What follows belongs to an exercise in optimizing a design on an open flow for small area, a short achievable clock period and few clock cycles per item; a production flow would make more cautious choices.
The RTL was checked by simulation tests, not by an equivalence proof against the original design.
Power and IR drop assume default switching activity.

== run 1 ==
## sampledec
module sampledec(received,clk,start,ctrl,corrected,decodedOp,nerr,done);
Size: ~27 flip-flops.
export LEC_CHECK = 0
export CAP_MARGIN = 20
export CORE_MARGIN = 2
export CORE_UTILIZATION = 40
export PLACE_DENSITY = 0.8
export SLEW_MARGIN = 20
export SYNTH_HIERARCHICAL = 1
create_clock -name core_clock -period 7.0 [get_ports {clk}]
standard.sh (not shown) runs the stock make flow with config.mk's settings and CLKGATE_MAP_FILE= SYNTH_SCRIPT=/design/flow/synth_recipe.tcl, a recipe that flattens the netlist after the stock synthesis.
==> flow/flow/run.sh <==
#!/bin/bash
# The standard layout (standard.sh) with: every port buffered by one fixed cell type,
# power recovery (downsizing of non-critical cells) after global routing, and optional
# extra ORFS settings. The flow's full output goes to standard.log in this folder.
export BUFFER_PORTS_ARGS="-buffer_cell sky130_fd_sc_hd__buf_1"
export RECOVER_POWER=100

bash standard.sh > standard.log 2>&1
Both conditions hold for run 1: the flow ran to the end and the final layout passed the timing, design-rule and antenna checks.
Testbench counts of run 1, summed over its fixed seeds: cycles 4,000, items 4,000.
[inputs] run 2 vs run 1
Settings: a deleted PLACE_DENSITY that had been 0.8; a change of CORE_UTILIZATION from 40 to 55.
==> summary.txt <==
Run 2 has setup slack above what run 1 had.
Lower proportion of cell area occupied by registers among run 2 and run 1: run 1
Against run 1, width of the die in run 2 fell by more than 10%.
Compared with run 1, run 2 shows a higher worst hold slack.
The fraction of area in multi-input gates of run 2 exceeds that of run 1 by 0.69 points.
NOTE: final critical-path required period in run 2 falls short of that of run 1
### run 2 -> run 3
Settings: changing CORE_UTILIZATION from 55 to 40.
==> comparison <==
Run 3 completed; timing, DRC and antenna clean. After detailed routing, run 2 needs more wire than run 3. Between run 3 and run 2, the fraction of area in multi-input gates is lower for run 3. Lower overall track demand over capacity in global routing goes to run 3 over run 2. In run 3 the combinational cell fraction of total power turned out 0.2 points lower than in run 2. Fmax across run 3 and run 2: no real change. When run 3 is set beside run 2, its number of global-route vias before repair turns out to be 17 larger.

========
== delta ==
Another version of the RTL of sampledec (not shown whole).
For scale: ~170 cells after synthesis, roughly 27 flip-flops, ~44 I/O pins.
export LEC_CHECK = 0
export CAP_MARGIN = 20
export CORE_MARGIN = 2
export CORE_UTILIZATION = 40
export CTS_BUF_LIST = sky130_fd_sc_hd__clkbuf_16
export CTS_CLUSTER_DIAMETER = 200
export CTS_CLUSTER_SIZE = 30
export SLEW_MARGIN = 20
export SYNTH_HIERARCHICAL = 1
create_clock -name core_clock -period 7.0 [get_ports {clk}]
Scripts as last shown in full above: flow/flow/run.sh
Testbench counts of delta, summed over its fixed seeds: cycles 4,000, items 4,000.
Input-level comparison between harbor and delta:
- a deleted CTS_BUF_LIST that had been sky130_fd_sc_hd__clkbuf_16
--- outcome ---
Relative to delta, first-pass GRT wire length decreased by about 1.3% in harbor.
As far as tap cell count goes, harbor and delta are indistinguishable; the numbers are identical.
delta → harbor: routed wire length saw little to no change; sequential cell area share +0.64 points; synthesis-to-finish area growth now smaller.
The inputs of willow differ from those of harbor as listed below.
- CTS_CLUSTER_SIZE: 30 -> unset
- CTS_CLUSTER_DIAMETER: 200 -> unset
--- a/flow/flow/run.sh
+++ b/flow/flow/run.sh
@@ -6,2 +6,2 @@
-export RECOVER_POWER=100
-
+export RECOVER_POWER=0
+export SETUP_SLACK_MARGIN=3.65
==> summary.txt <==
The part of the power in combinational logic reported for willow is greater than that of harbor by 4.1 points.
Summary of willow over harbor: fmax moved up, number of placed instances with taps included level, met2 track demand over resource level, routed length on met3 moved up.
Power, willow vs harbor: up by more than 10%
Comparing harbor and willow, the lower non-clock buffering overhead in the final layout is on harbor.
The final design instance area without fill of willow was inferior to that of harbor.
willow vs. harbor: total detailed-routing wirelength now larger; final critical-path share of the clock period decreased 0.70 points; final critical-path setup slack shows an increase of 0.049 ns.
Input changes introduced in lagoon (baseline for comparison: willow):
--- a/flow/flow/run.sh
+++ b/flow/flow/run.sh
@@ -6,2 +6,2 @@
-export RECOVER_POWER=0
-export SETUP_SLACK_MARGIN=3.65
+export RECOVER_POWER=100
+
Notes after the runs:
lagoon | status: complete | timing, DRC, antenna: pass
Looking at overall power of the completed layout across lagoon and willow, the one that comes out lower is lagoon.
The run with more routed wire is willow, not lagoon.
Re initial core utilization: no difference whatsoever between lagoon and willow.
Setup slack, lagoon and willow, higher one = willow.
Re via-per-instance ratio: lagoon and willow aren't equal, and the higher value belongs to willow.
Routing usage on met1 of lagoon is on par with willow.
Share of the final layout cell area in sequential cells up 4.2 points in lagoon wrt willow
When lagoon is measured against willow, its clock share of power turns out 1.3 points higher.
Summary of lagoon over willow: met3 global-route usage held steady; delay of the slowest cell on the worst path shrank by 0.05 ns.

========
sampledec again, from the RTL that the note above started with.
export LEC_CHECK = 0
export CAP_MARGIN = 20
export CORE_MARGIN = 2
export CORE_UTILIZATION = 40
export SLEW_MARGIN = 20
export SYNTH_HIERARCHICAL = 1
create_clock -name core_clock -period 7.0 [get_ports {clk}]
==> flow/flow/run.sh <==
#!/bin/bash
# The standard layout (standard.sh) with: every port buffered by one fixed cell type,
# power recovery (downsizing of non-critical cells) after global routing, and optional
# extra ORFS settings. The flow's full output goes to standard.log in this folder.
export BUFFER_PORTS_ARGS="-buffer_cell sky130_fd_sc_hd__buf_1"
export RECOVER_POWER=100
export CTS_ARGS="-sink_clustering_enable -repair_clock_nets -sink_buffer_max_cap_derate 1.0 -dont_use_dummy_load -buf_list sky130_fd_sc_hd__clkbuf_8 -root_buf sky130_fd_sc_hd__clkbuf_8"
bash standard.sh > standard.log 2>&1
Testbench counts at the start, summed over its fixed seeds: cycles 4,000, items 4,000.
Then changed:
--- a/flow/flow/run.sh
+++ b/flow/flow/run.sh
@@ -7 +7 @@
-export CTS_ARGS="-sink_clustering_enable -repair_clock_nets -sink_buffer_max_cap_derate 1.0 -dont_use_dummy_load -buf_list sky130_fd_sc_hd__clkbuf_8 -root_buf sky130_fd_sc_hd__clkbuf_8"
+export CTS_ARGS="-repair_clock_nets -dont_use_dummy_load -buf_list sky130_fd_sc_hd__clkbuf_16 -root_buf sky130_fd_sc_hd__clkbuf_16"
=> The new run went through all stages and came out clean; clock power goes up by well over a third; setup slack improves by 16 ps; cell count does not change; combinational power goes up slightly; critical path depth does not change; via count goes up slightly.

========
build 31:
Another version of the RTL of sampledec (not shown whole).
For scale: ~190 cells after synthesis, roughly 44 I/O pins.
==> flow/config.mk <==
export PLATFORM = sky130hd
export DESIGN_NAME = sampledec
export DESIGN_NICKNAME = sampledec
export VERILOG_FILES = /design/flow/design.v
export SDC_FILE = /design/flow/constraint.sdc
export NUM_CORES = 4
export LEC_CHECK = 0
export CAP_MARGIN = 20
export CORE_MARGIN = 2
export CORE_UTILIZATION = 40
export SLEW_MARGIN = 20
export SYNTH_HIERARCHICAL = 1
==> flow/constraint.sdc <==
create_clock -name core_clock -period 7.0 [get_ports {clk}]
set_input_delay 1.4000 -clock core_clock [delete_from_list [all_inputs] [get_ports {clk}]]
set_output_delay 1.4000 -clock core_clock [all_outputs]
set_load 0.01 [all_outputs]
==> flow/flow/run.sh <==
#!/bin/bash
# The standard layout (standard.sh) with: every port buffered by one fixed cell type,
# the start port's buffer upsized after placement resizing (flow/upsize_start.tcl),
# and a clock tree built from clkbuf_8. The flow's full output goes to standard.log here.
export BUFFER_PORTS_ARGS="-buffer_cell sky130_fd_sc_hd__buf_1"
export RECOVER_POWER=0
export START_BUF_CELL=${START_BUF_CELL:-sky130_fd_sc_hd__buf_8}
export POST_RESIZE_TCL="$(pwd)/flow/upsize_start.tcl"
export CTS_ARGS="-sink_clustering_enable -repair_clock_nets -sink_buffer_max_cap_derate 1.0 -dont_use_dummy_load -buf_list sky130_fd_sc_hd__clkbuf_8 -root_buf sky130_fd_sc_hd__clkbuf_8"
bash standard.sh > standard.log 2>&1
==> flow/flow/upsize_start.tcl <==
# Upsize the input buffer on the start port: start selects the hold multiplexer
# of every stored bit, so its buffer drives a fanout of about 15.
set cell [lindex $::env(START_BUF_CELL) 0]
foreach pin [get_pins -of_objects [get_nets -of_objects [get_ports start]]] {
  if { [get_property $pin direction] == "input" } {
    set inst [get_cells -of_objects $pin]
    puts "upsize_start: [get_full_name $inst] -> $cell"
    replace_cell $inst $cell
  }
}
Build 31 did not finish: a tool error stopped it during 3_4_place_resized.
Testbench counts of build 31, summed over its fixed seeds: cycles 4,000, items 4,000.
Modified inputs, build 80 compared to build 31
--- a/flow/flow/run.sh
+++ b/flow/flow/run.sh
@@ -3,5 +3,10 @@
 # the start port's buffer upsized after placement resizing (flow/upsize_start.tcl),
+# power recovery (downsizing of non-critical cells) after global routing,
 # and a clock tree built from clkbuf_8. The flow's full output goes to standard.log here.
 export BUFFER_PORTS_ARGS="-buffer_cell sky130_fd_sc_hd__buf_1"
-export RECOVER_POWER=0
+export RECOVER_POWER=100
+export SETUP_SLACK_MARGIN=3.7
+export SETUP_MOVE_SEQUENCE=sizeup
+export SKIP_GATE_CLONING=1
+export SKIP_LAST_GASP=1
 export START_BUF_CELL=${START_BUF_CELL:-sky130_fd_sc_hd__buf_8}
--- a/flow/flow/upsize_start.tcl
+++ b/flow/flow/upsize_start.tcl
@@ -3,3 +3,4 @@
 set cell [lindex $::env(START_BUF_CELL) 0]
-foreach pin [get_pins -of_objects [get_nets -of_objects [get_ports start]]] {
+set up {}
+foreach pin [get_pins -of_objects [get_nets start]] {
   if { [get_property $pin direction] == "input" } {
@@ -8,3 +9,12 @@
     replace_cell $inst $cell
+    lappend up $inst
   }
 }
+# connect the new cell's supply pins as the platform's pdn.tcl connects every cell's
+add_global_connection -net {VDD} -inst_pattern {.*} -pin_pattern {VPWR}
+add_global_connection -net {VDD} -inst_pattern {.*} -pin_pattern {VPB}
+add_global_connection -net {VSS} -inst_pattern {.*} -pin_pattern {VGND}
+add_global_connection -net {VSS} -inst_pattern {.*} -pin_pattern {VNB}
+global_connect
+# keep power recovery from shrinking it again
+foreach inst $up { set_dont_touch $inst }
## What came out
Status: build 31 FAILED at 3_4_place_resized (tool error)
Build 80 went all the way through synthesis, placement and routing and the layout is clean on timing, DRC and antenna.
In terms of post-synthesis cell count, build 31 and build 80 differ only marginally.
From build 31 to build 80, flip-flop and latch count after synthesis did not move at all.
Build 31 -> build 80: final RePlAce weighted congestion flat
From build 31 to build 80, cell area after technology mapping did not move at all.
diff inputs: build 80 => build 66
--- a/flow/flow/run.sh
+++ b/flow/flow/run.sh
@@ -7,6 +7,2 @@
 export RECOVER_POWER=100
-export SETUP_SLACK_MARGIN=3.7
-export SETUP_MOVE_SEQUENCE=sizeup
-export SKIP_GATE_CLONING=1
-export SKIP_LAST_GASP=1
 export START_BUF_CELL=${START_BUF_CELL:-sky130_fd_sc_hd__buf_8}
--- a/flow/flow/upsize_start.tcl
+++ b/flow/flow/upsize_start.tcl
@@ -3,3 +3,2 @@
 set cell [lindex $::env(START_BUF_CELL) 0]
-set up {}
 foreach pin [get_pins -of_objects [get_nets start]] {
@@ -9,3 +8,3 @@
     replace_cell $inst $cell
-    lappend up $inst
+    set_dont_touch $inst
   }
@@ -18,3 +17 @@
 global_connect
-# keep power recovery from shrinking it again
-foreach inst $up { set_dont_touch $inst }
Results
In build 66 the slew at the pin closest to its max-slew limit turned out 0.0082 ns lower than in build 80. The run showing the greater total power is build 80. Build 66 vs. build 80: combinational gate power went down, share of final layout cell area taken by non-clock buffers went up 0.40 points.

==> static timing again, ports no longer ideal <==
Ports are ideal in the flow. The routed layouts listed here were re-timed in OpenROAD. Step 1 (the two cells are an assumption about what drives the block):
set clk [get_ports {clk}]
set_driving_cell -lib_cell sky130_fd_sc_hd__clkbuf_16 $clk
set_driving_cell -lib_cell sky130_fd_sc_hd__buf_2 [delete_from_list [all_inputs] $clk]
Step 2 adds t to the input delays and takes it off the output delays; t is the mean of the earliest and latest rising clock arrival at the registers after step 1. Input paths then give back, and output paths get back, about the clock's delay inside the block. a / b / c = ideal ports / drivers / drivers and shift; a / b = the first two.
| run | shift t [ns] | setup slack, ns | hold WS [ns] | worst setup path after step 2 | latest minus earliest clock arrival (ns) |
|---|---|---|---|---|---|
| run 1 | 0.306 | 3.439 / 3.414 / 3.175 | 1.203 / 1.204 / 1.511 | input to register | 0.023 / 0.023 |
| run 2 | 0.285 | 3.497 / 3.490 / 3.215 | 1.217 / 1.217 / 1.502 | input to register | 0.007 / 0.008 |
| run 3 | 0.292 | 3.498 / 3.487 / 3.194 | 1.206 / 1.205 / 1.497 | input to register | 0.017 / 0.017 |
| delta | 0.279 | 3.612 / 3.584 / 3.540 | 1.236 / 1.235 / 1.513 | input to register | 0.003 / 0.003 |
| harbor | 0.282 | 3.578 / 3.554 / 3.555 | 1.223 / 1.227 / 1.510 | input to register | 0.004 / 0.005 |
| willow | 0.282 | 3.626 / 3.603 / 3.538 | 1.222 / 1.226 / 1.509 | input to register | 0.005 / 0.005 |
| lagoon | 0.282 | 3.578 / 3.554 / 3.555 | 1.223 / 1.227 / 1.510 | input to register | 0.004 / 0.005 |
| the first run of note 3 | 0.282 | 3.583 / 3.560 / 3.554 | 1.222 / 1.226 / 1.508 | input to register | 0.007 / 0.007 |
| the second run of note 3 | 0.280 | 3.600 / 3.571 / 3.526 | 1.235 / 1.234 / 1.514 | input to register | 0.006 / 0.006 |
| build 80 | 0.286 | 3.625 / 3.602 / 3.316 | 0.570 / 0.570 / 0.570 | input to register | 0.004 / 0.004 |
| build 66 | 0.287 | 3.618 / 3.595 / 3.307 | 0.567 / 0.567 / 0.567 | input to register | 0.004 / 0.005 |
After both steps setup and hold are still met in every run listed. The setup slack of build 66, which loses most, moves by -0.023 ns with the drivers and by -0.311 ns with both steps.
